This is an optimization exercise on Yosys and OpenROAD, whose aim is small area, not a production implementation. At most, simulation tests tie the RTL to the original design; equivalence was not proved. Power and IR drop assume default switching activity.

Design top_level, start of the top module:
module top_level (
    clk, rst, seed,
    action, state, next_state, step_o, phase, episode_o, q_cur, q_next
);
For scale: ~170 I/O pins, ~83,000 µm² of cells after synthesis.
Settings: LEC_CHECK=0, CAP_MARGIN=20, CORE_MARGIN=2, CORE_UTILIZATION=70, CTS_BUF_LIST=sky130_fd_sc_hd__clkbuf_8, CTS_CLUSTER_DIAMETER=80, CTS_CLUSTER_SIZE=15, GPL_TIMING_DRIVEN=0, PLACE_DENSITY=0.8, SLEW_MARGIN=20, SYNTH_HIERARCHICAL=1, SYNTH_MINIMUM_KEEP_SIZE=0; clock period 20.0 ns.
standard.sh (not shown) runs the stock make flow with config.mk's settings and CLKGATE_MAP_FILE= SYNTH_SCRIPT=/design/flow/synth_recipe.tcl, a recipe that flattens the netlist after the stock synthesis.
==> flow/flow/run.sh <==
#!/bin/bash
set -euo pipefail
export BUFFER_PORTS_ARGS="-buffer_cell sky130_fd_sc_hd__buf_1"
export CTS_ARGS="-sink_clustering_enable -repair_clock_nets -dont_use_dummy_load -buf_list sky130_fd_sc_hd__clkbuf_8 -sink_clustering_size 15 -sink_clustering_max_diameter 80"
bash standard.sh > standard.log 2>&1
Rerun with:
- GPL_TIMING_DRIVEN: 0 -> not set
=> The changed run went through all stages and came out clean; global-route usage decreases by 5.3 points; wire length decreases by 13%; setup slack improved by 0.58 ns; clock skew decreases by 0.079 ns; register-to-register slack improved by 0.58 ns; clock-buffer cell count does not change; sequential power stays flat; core utilization decreases by 1.0 points; final area decreases by 1.4%.
Rerun with:
- CORE_UTILIZATION: 70 -> 50
- PLACE_DENSITY: 0.8 -> 0.6
Utilization shrinks by 20 points.
First-iteration DRC count drops by 29%.
Setup slack improved by 0.23 ns.
Rerun with:
--- a/flow/flow/run.sh
+++ b/flow/flow/run.sh
@@ -3,0 +4 @@
+export RECOVER_POWER=100
- CORE_UTILIZATION: 50 -> 65
- PLACE_DENSITY: 0.6 -> 0.75
This time the run completed and failed the layout checks on max-capacitance violations, max-slew violations.
Maximum frequency shrinks by 0.44%.
Flip-flop and latch count stays the same.
Cell count shrinks by 5.4%.
Synthesized area is unchanged.
Global-route usage grows by 6.7 points.
Sequential power hardly moves.
Rerun with:
--- a/flow/flow/run.sh
+++ b/flow/flow/run.sh
@@ -4 +3,0 @@
-export RECOVER_POWER=100
- CORE_UTILIZATION: 65 -> 75
- PLACE_DENSITY: 0.75 -> 0.85
After rerunning: With this change the flow ran to the end with no violations. Setup slack gets worse by 0.31 ns. Routed wire length increases by 2.8%. Hold slack gains 0.021 ns. Clock power barely changes. Non-clock buffer count shrinks by 30. Design area hardly moves. Global-route usage rises by 6.5 points. Core utilization rises by 10 points. Maximum frequency drops by 1.6%.

* * *

top_level, a different RTL version from the one above (not shown whole).
Size in the first run: roughly 1300 flip-flops, about 87000 µm² of cells after synthesis.
## top_level
module top_level (
    clk, rst, seed,
    action, state, next_state, step_o, phase, episode_o, q_cur, q_next
);
Settings: LEC_CHECK=0, CAP_MARGIN=5, CORE_MARGIN=2, CORE_UTILIZATION=50, CTS_BUF_LIST=sky130_fd_sc_hd__clkbuf_8, CTS_CLUSTER_DIAMETER=80, CTS_CLUSTER_SIZE=15, PLACE_DENSITY=0.6, SLEW_MARGIN=5, SYNTH_HIERARCHICAL=1, SYNTH_MINIMUM_KEEP_SIZE=0; clock period 20.0 ns.
==> flow/flow/run.sh <==
#!/bin/bash
set -euo pipefail
export BUFFER_PORTS_ARGS="-buffer_cell sky130_fd_sc_hd__buf_1"
export CTS_ARGS="-sink_clustering_enable -repair_clock_nets -dont_use_dummy_load -buf_list sky130_fd_sc_hd__clkbuf_16 -sink_clustering_size 30 -sink_clustering_max_diameter 80"
bash standard.sh > standard.log 2>&1
The baseline finished clean.
Then changed:
==> flow/flow/run.sh (replaced) <==
#!/bin/bash
set -euo pipefail
export BUFFER_PORTS_ARGS="-buffer_cell sky130_fd_sc_hd__buf_1"
export CTS_ARGS="-sink_clustering_enable -repair_clock_nets -dont_use_dummy_load -buf_list sky130_fd_sc_hd__clkbuf_8 -sink_clustering_size 20 -sink_clustering_max_diameter 60"
bash standard.sh > standard.log 2>&1
Cell area decreases by about 0.5%.
Routed wire length is about the same.
Hold slack is worse by 7.5 ps.
Then changed:
==> flow/flow/run.sh (replaced) <==
#!/bin/bash
set -euo pipefail
export BUFFER_PORTS_ARGS="-buffer_cell sky130_fd_sc_hd__buf_1"
export CTS_ARGS="-sink_clustering_enable -repair_clock_nets -dont_use_dummy_load -buf_list sky130_fd_sc_hd__clkbuf_8 -sink_clustering_size 15 -sink_clustering_max_diameter 80"
bash standard.sh > standard.log 2>&1
Effect: The changed run passed the timing, DRC and antenna checks. Clock-buffer cell count rose by 1. Final area hardly moves. Total power is about the same.
Function was not checked in any run of this note: the RTL went through the layout flow alone.

* * *

== P ==
top_level with an RTL version that a note above also has.
Size: about 8100 cells after synthesis, ~1300 flip-flops, roughly 170 I/O pins, ~83000 sq um of cells after synthesis.
clock: 20.0 ns
lec_check: 0
cap_margin: 12
core_margin: 2
core_utilization: 50
cts_buf_list: sky130_fd_sc_hd__clkbuf_8
cts_cluster_diameter: 80
cts_cluster_size: 15
place_density: 0.6
slew_margin: 12
synth_hierarchical: 1
synth_minimum_keep_size: 0
==> flow/flow/run.sh <==
#!/bin/bash
set -euo pipefail
export BUFFER_PORTS_ARGS="-buffer_cell sky130_fd_sc_hd__buf_1"
export CTS_ARGS="-sink_clustering_enable -repair_clock_nets -dont_use_dummy_load -buf_list sky130_fd_sc_hd__clkbuf_8 -sink_clustering_size 15 -sink_clustering_max_diameter 80"
bash standard.sh > standard.log 2>&1
For Q, these inputs were changed with respect to P:
- SLEW_MARGIN: 12 -> 20
- CORE_UTILIZATION: 50 -> 70
- CAP_MARGIN: 12 -> 20
- GPL_ROUTABILITY_DRIVEN: unset -> 0
- PLACE_DENSITY: 0.6 -> 0.8
- GPL_TIMING_DRIVEN: unset -> 0
==> comparison <==
Reported for Q and P, cell area after technology mapping turned out identical to the last digit. When Q is measured against P, its proportion of power drawn by combinational gates turns out 1.2 points higher. Compare Q and P | total global routing track utilization higher: Q. Lower share of total power in sequential cells was reported by Q, not P. Diff Q and P: clock share of power higher in P. Sort Q and P by number of antenna violations at the first check in global routing, ascending, and Q comes first.
## Diff of input files: R against Q
- GPL_TIMING_DRIVEN: 0 -> unset
- GPL_ROUTABILITY_DRIVEN: 0 -> unset
- CTS_CLUSTER_SIZE: 15 -> 18
- CTS_CLUSTER_DIAMETER: 80 -> 60
- CORE_UTILIZATION: 70 -> 65
- PLACE_DENSITY: 0.8 -> 0.75
==> flow/flow/run.sh <==
#!/bin/bash
set -euo pipefail
export BUFFER_PORTS_ARGS="-buffer_cell sky130_fd_sc_hd__buf_1"
export CTS_ARGS="-sink_clustering_enable -repair_clock_nets -dont_use_dummy_load -buf_list sky130_fd_sc_hd__clkbuf_8 -sink_clustering_size 18 -sink_clustering_max_diameter 60"
bash standard.sh > standard.log 2>&1
Notes after the runs:
R vs. Q: ratio of final minimum period to clock period went down by 3.0 points. In R relative to Q, routed wire length had gone down by a little under 10%. Compared to Q, R has clock latency reported for the late side of the worst-skew pair 0.04 ns higher. R against Q: cell area after placement now smaller; portion of total power attributed to combinational logic now smaller; critical path depth now smaller; power now smaller.

* * *

## run X
top_level, a different RTL version from the one above (not shown whole).
For scale: roughly 1,200 flip-flops, roughly 88,000 um^2 of cells after synthesis.
Settings: LEC_CHECK=0, CAP_MARGIN=20, CORE_MARGIN=2, CORE_UTILIZATION=30, CTS_BUF_LIST=sky130_fd_sc_hd__clkbuf_16, CTS_CLUSTER_DIAMETER=130, CTS_CLUSTER_SIZE=27, PLACE_DENSITY=0.45, SLEW_MARGIN=20, SYNTH_HIERARCHICAL=1, SYNTH_MINIMUM_KEEP_SIZE=0; clock period 20.0 ns.
run.sh (not shown) runs the stock make flow with config.mk's settings and CLKGATE_MAP_FILE= SYNTH_SCRIPT=/design/flow/synth_recipe.tcl, a recipe that flattens the netlist after the stock synthesis.
Stock flow here: none of the scripts above is used.
Relative to run X, the following input files were edited for run Z:
# run X
export LEC_CHECK = 0
export CAP_MARGIN = 20
export CORE_MARGIN = 2
export CORE_UTILIZATION = 30
export CTS_BUF_LIST = sky130_fd_sc_hd__clkbuf_16
export CTS_CLUSTER_DIAMETER = 130
export CTS_CLUSTER_SIZE = 27
export PLACE_DENSITY = 0.45
export SLEW_MARGIN = 20
export SYNTH_HIERARCHICAL = 1
export SYNTH_MINIMUM_KEEP_SIZE = 0
create_clock -name core_clock -period 20.0 [get_ports {clk}]
# run Z
export LEC_CHECK = 0
export CAP_MARGIN = 20
export CORE_MARGIN = 2
export CORE_UTILIZATION = 30
export CTS_BUF_LIST = sky130_fd_sc_hd__clkbuf_8
export CTS_CLUSTER_DIAMETER = 80
export CTS_CLUSTER_SIZE = 15
export PLACE_DENSITY = 0.45
export SLEW_MARGIN = 20
export SYNTH_HIERARCHICAL = 1
export SYNTH_MINIMUM_KEEP_SIZE = 0
create_clock -name core_clock -period 20.0 [get_ports {clk}]
Results
Each of the runs, namely run Z and run X, reached the end of the flow and came out clean.
Net switching share of the total power: run Z higher than run X
Run Z vs run X: routing usage on met3 up in run Z
Clock buffer instance count of the final layout: run Z vs run X up 53
The power in sequential cells on run Z is in line with that on run X.

* * *

## run A
Another version of the RTL of top_level (not shown whole).
Size in the first run: ~7,800 cells after synthesis, roughly 1,200 flip-flops, ~81,000 sq um of cells after synthesis.
==> flow/config.mk <==
export PLATFORM = sky130hd
export DESIGN_NAME = top_level
export DESIGN_NICKNAME = top_level
export VERILOG_FILES = /design/flow/design.v
export SDC_FILE = /design/flow/constraint.sdc
export NUM_CORES = 8
export LEC_CHECK = 0
export CAP_MARGIN = 20
export CORE_MARGIN = 2
export CORE_UTILIZATION = 70
export CTS_BUF_LIST = sky130_fd_sc_hd__clkbuf_8
export CTS_CLUSTER_DIAMETER = 70
export CTS_CLUSTER_SIZE = 18
export PLACE_DENSITY = 0.8
export SLEW_MARGIN = 20
export SYNTH_HIERARCHICAL = 1
export SYNTH_MINIMUM_KEEP_SIZE = 0
==> flow/constraint.sdc <==
create_clock -name core_clock -period 20.0 [get_ports {clk}]
set_input_delay 4.0000 -clock core_clock [delete_from_list [all_inputs] [get_ports {clk}]]
set_output_delay 4.0000 -clock core_clock [all_outputs]
set_load 0.01 [all_outputs]
standard.sh (not shown) runs the stock make flow with config.mk's settings and CLKGATE_MAP_FILE= SYNTH_SCRIPT=/design/flow/synth_recipe.tcl, a recipe that flattens the netlist after the stock synthesis.
==> flow/flow/run.sh <==
#!/bin/bash
set -euo pipefail
export BUFFER_PORTS_ARGS="-buffer_cell sky130_fd_sc_hd__buf_1"
export CTS_ARGS="-sink_clustering_enable -repair_clock_nets -dont_use_dummy_load -buf_list sky130_fd_sc_hd__clkbuf_8 -sink_clustering_size 18 -sink_clustering_max_diameter 70"
bash standard.sh > standard.log 2>&1
diff inputs: run A => run D
- changing CTS_CLUSTER_SIZE from 18 to 24
- changing CTS_BUF_LIST from sky130_fd_sc_hd__clkbuf_8 to sky130_fd_sc_hd__clkbuf_16
- changing CTS_CLUSTER_DIAMETER from 70 to 100
==> flow/flow/run.sh <==
#!/bin/bash
set -euo pipefail
export BUFFER_PORTS_ARGS="-buffer_cell sky130_fd_sc_hd__buf_1"
export CTS_ARGS="-sink_clustering_enable -repair_clock_nets -dont_use_dummy_load -buf_list sky130_fd_sc_hd__clkbuf_16 -sink_clustering_size 24 -sink_clustering_max_diameter 100"
bash standard.sh > standard.log 2>&1
Notes after the runs:
Between run A and run D, the difference in maximum frequency is negligible.
Re largest net degree at the start of global routing: no difference whatsoever between run D and run A.
Compared with run A, in run D first-pass detailed-route iteration total saw a decrease, number of buffers created by CTS lost 29, switching power as a share of total power dropped 0.49 points, critical path data arrival time now sits lower.
Share of post-route cells with drive strength above 1, run A and run D, lower one = run D.
Against run A as the reference, run D delivers a higher global-route usage.
Re cell area: run A was lower than run D.
Taking run A as the reference point, the combinational power share of run D falls by 0.8 points.
Setup slack: run D vs run A up 0.019 ns

* * *

Another version of the RTL of top_level (not shown whole).
Size in the first run: about 1200 flip-flops, about 170 I/O pins, about 91000 um2 of cells after synthesis.
clock: 20.0 ns
lec_check: 0
cap_margin: 20
core_margin: 2
core_utilization: 30
place_density: 0.45
slew_margin: 20
synth_hierarchical: 1
synth_minimum_keep_size: 0
run.sh (not shown) runs the stock make flow with config.mk's settings and CLKGATE_MAP_FILE= SYNTH_SCRIPT=/design/flow/synth_recipe.tcl, a recipe that flattens the netlist after the stock synthesis.
Stock flow here: none of the scripts above is used.
Edit:
- CTS_BUF_LIST: default -> sky130_fd_sc_hd__clkbuf_4
- CTS_CLUSTER_SIZE: default -> 30
Routed wire length rose slightly.
Design area fell slightly.
Cell count rose by a few percent.
Non-clock buffer count does not change.
Register-to-register slack improves by 0.02 ns.
Sequential share of layout area rose by 0.24 points.
Area after synthesis stays the same.
Worst setup slack improves by 0.019 ns.

* * *

top_level, a different RTL version from the one above (not shown whole).
For scale: roughly 9300 cells after synthesis, roughly 170 I/O pins, about 88000 µm² of cells after synthesis.
Settings: LEC_CHECK=0, CAP_MARGIN=20, CORE_MARGIN=2, CORE_UTILIZATION=50, CTS_BUF_LIST=sky130_fd_sc_hd__clkbuf_8, CTS_CLUSTER_DIAMETER=80, CTS_CLUSTER_SIZE=15, PLACE_DENSITY=0.6, SLEW_MARGIN=20, SYNTH_HIERARCHICAL=1, SYNTH_MINIMUM_KEEP_SIZE=0; clock period 20.0 ns.
standard.sh (not shown) runs the stock make flow with config.mk's settings and CLKGATE_MAP_FILE= SYNTH_SCRIPT=/design/flow/synth_recipe.tcl, a recipe that flattens the netlist after the stock synthesis.
==> flow/flow/run.sh <==
#!/bin/bash
set -euo pipefail
export BUFFER_PORTS_ARGS="-buffer_cell sky130_fd_sc_hd__buf_1"
export CTS_ARGS="-sink_clustering_enable -repair_clock_nets -dont_use_dummy_load -buf_list sky130_fd_sc_hd__clkbuf_8 -sink_clustering_size 15 -sink_clustering_max_diameter 80"
bash standard.sh > standard.log 2>&1
Then changed:
--- a/flow/config.mk
+++ b/flow/config.mk
@@ -10 +10 @@
-export CORE_UTILIZATION = 50
+export CORE_UTILIZATION = 30
@@ -14 +14 @@
-export PLACE_DENSITY = 0.6
+export PLACE_DENSITY = 0.45
Result: The changed run completed with no timing, DRC or antenna violations; routed wire length rises by roughly a tenth; sequential share of layout area decreases by 0.59 points; total power goes up by a few percent; global-route usage came out lower by 10 points; utilization drops by 20 points; clock skew drops by 0.034 ns; final area increases by a few percent.
Then changed:
==> flow/flow/run.sh (replaced) <==
#!/bin/bash
set -euo pipefail
export BUFFER_PORTS_ARGS="-buffer_cell sky130_fd_sc_hd__buf_1"
export CTS_ARGS="-sink_clustering_enable -repair_clock_nets -dont_use_dummy_load -buf_list sky130_fd_sc_hd__clkbuf_16 -sink_clustering_size 24 -sink_clustering_max_diameter 120"
bash standard.sh > standard.log 2>&1
--- a/flow/config.mk
+++ b/flow/config.mk
@@ -11,3 +11,3 @@
-export CTS_BUF_LIST = sky130_fd_sc_hd__clkbuf_8
-export CTS_CLUSTER_DIAMETER = 80
-export CTS_CLUSTER_SIZE = 15
+export CTS_BUF_LIST = sky130_fd_sc_hd__clkbuf_16
+export CTS_CLUSTER_DIAMETER = 120
+export CTS_CLUSTER_SIZE = 24
After rerunning: Final area hardly moves; synthesized area does not change; global-route usage is about the same; count of clock-buffer cells in the layout goes down by 45; fmax goes down by 0.35%; total power goes up by 0.97%.
Then changed:
==> flow/flow/run.sh (replaced) <==
#!/bin/bash
set -euo pipefail
export BUFFER_PORTS_ARGS="-buffer_cell sky130_fd_sc_hd__buf_1"
export CTS_ARGS="-sink_clustering_enable -repair_clock_nets -dont_use_dummy_load -buf_list sky130_fd_sc_hd__clkbuf_8 -sink_clustering_size 15 -sink_clustering_max_diameter 80"
bash standard.sh > standard.log 2>&1
--- a/flow/config.mk
+++ b/flow/config.mk
@@ -8 +8 @@
-export CAP_MARGIN = 20
+export CAP_MARGIN = 5
@@ -11,3 +11,3 @@
-export CTS_BUF_LIST = sky130_fd_sc_hd__clkbuf_16
-export CTS_CLUSTER_DIAMETER = 120
-export CTS_CLUSTER_SIZE = 24
+export CTS_BUF_LIST = sky130_fd_sc_hd__clkbuf_8
+export CTS_CLUSTER_DIAMETER = 80
+export CTS_CLUSTER_SIZE = 15
@@ -15 +15 @@
-export SLEW_MARGIN = 20
+export SLEW_MARGIN = 5
Outcome: Cell area barely changes; non-clock buffer count falls by 1; worst hold slack got worse by 0.0071 ns; utilization barely changes; area after synthesis is unchanged; die area stays the same; setup slack got worse by 0.36 ns.
No run of this note included a check of the RTL's function; only the layout flow was run.

==> separate check: timing with driven ports <==
How much do the figures lean on ideal ports? The routed layouts below were timed once more, with nothing changed but the port constraints. Step 1, drivers: a clkbuf_16 drives clk and a buf_2 each remaining input, both assumed. Step 2 adds t to the input delays and takes it off the output delays; t is the mean of the earliest and latest rising clock arrival at the registers after step 1. Input paths then give back, and output paths get back, about the clock's delay inside the block. a / b / c = ideal / step 1 / step 2; a / b = the first two.
| run | t, ns | slack for setup (ns) | hold WS [ns] | latest minus earliest clock arrival (ns) | slew at the worst register clock pin (ns) |
|---|---|---|---|---|---|
| the first run of note 1 | 0.834 | 0.782 / 0.782 / 0.782 | 0.233 / 0.233 / 0.233 | 0.186 / 0.185 | 0.12 / 0.12 |
| the second run of note 1 | 0.847 | 1.365 / 1.365 / 1.365 | 0.270 / 0.270 / 0.270 | 0.084 / 0.084 | 0.11 / 0.11 |
| the third run of note 1 | 0.885 | 1.595 / 1.595 / 1.595 | 0.252 / 0.252 / 0.252 | 0.119 / 0.120 | 0.11 / 0.11 |
| the fourth run of note 1 | 0.874 | 1.515 / 1.515 / 1.515 | 0.267 / 0.267 / 0.267 | 0.162 / 0.162 | 0.11 / 0.11 |
| the fifth run of note 1 | 0.860 | 1.205 / 1.205 / 1.205 | 0.288 / 0.288 / 0.288 | 0.074 / 0.074 | 0.12 / 0.12 |
| the first run of note 2 | 0.774 | 1.387 / 1.387 / 1.387 | 0.285 / 0.285 / 0.285 | 0.114 / 0.114 | 0.12 / 0.12 |
| the second run of note 2 | 0.915 | 1.429 / 1.429 / 1.429 | 0.278 / 0.278 / 0.278 | 0.158 / 0.158 | 0.12 / 0.12 |
| the third run of note 2 | 0.909 | 1.532 / 1.532 / 1.532 | 0.311 / 0.311 / 0.311 | 0.130 / 0.130 | 0.10 / 0.10 |
| P | 0.909 | 1.487 / 1.487 / 1.487 | 0.249 / 0.249 / 0.249 | 0.096 / 0.096 | 0.11 / 0.11 |
| Q | 0.834 | 0.950 / 0.950 / 0.950 | 0.285 / 0.285 / 0.285 | 0.169 / 0.169 | 0.12 / 0.12 |
| R | 0.869 | 1.542 / 1.542 / 1.542 | 0.165 / 0.165 / 0.165 | 0.166 / 0.167 | 0.11 / 0.11 |
| run X | 0.805 | 2.557 / 2.557 / 2.557 | 0.359 / 0.359 / 0.359 | 0.054 / 0.054 | 0.12 / 0.12 |
| run Z | 0.949 | 2.676 / 2.676 / 2.676 | 0.340 / 0.340 / 0.340 | 0.081 / 0.081 | 0.12 / 0.12 |
| run A | 0.826 | 1.239 / 1.239 / 1.239 | 0.263 / 0.263 / 0.263 | 0.132 / 0.132 | 0.12 / 0.12 |
| run D | 0.754 | 1.258 / 1.258 / 1.258 | 0.289 / 0.289 / 0.289 | 0.132 / 0.132 | 0.11 / 0.11 |
| the first run of note 6 | 0.903 | 1.757 / 1.757 / 1.757 | 0.299 / 0.299 / 0.299 | 0.090 / 0.089 | 0.08 / 0.08 |
| the second run of note 6 | 1.369 | 1.776 / 1.776 / 1.776 | 0.302 / 0.302 / 0.302 | 0.143 / 0.143 | 0.08 / 0.08 |
| the first run of note 7 | 0.922 | 3.061 / 3.061 / 3.061 | 0.326 / 0.326 / 0.326 | 0.206 / 0.207 | 0.12 / 0.12 |
| the second run of note 7 | 0.930 | 2.756 / 2.756 / 2.756 | 0.282 / 0.282 / 0.282 | 0.181 / 0.181 | 0.11 / 0.11 |
| the third run of note 7 | 0.774 | 2.694 / 2.694 / 2.694 | 0.342 / 0.342 / 0.342 | 0.082 / 0.082 | 0.11 / 0.11 |
| the fourth run of note 7 | 0.923 | 2.335 / 2.335 / 2.335 | 0.335 / 0.335 / 0.335 | 0.115 / 0.115 | 0.11 / 0.11 |
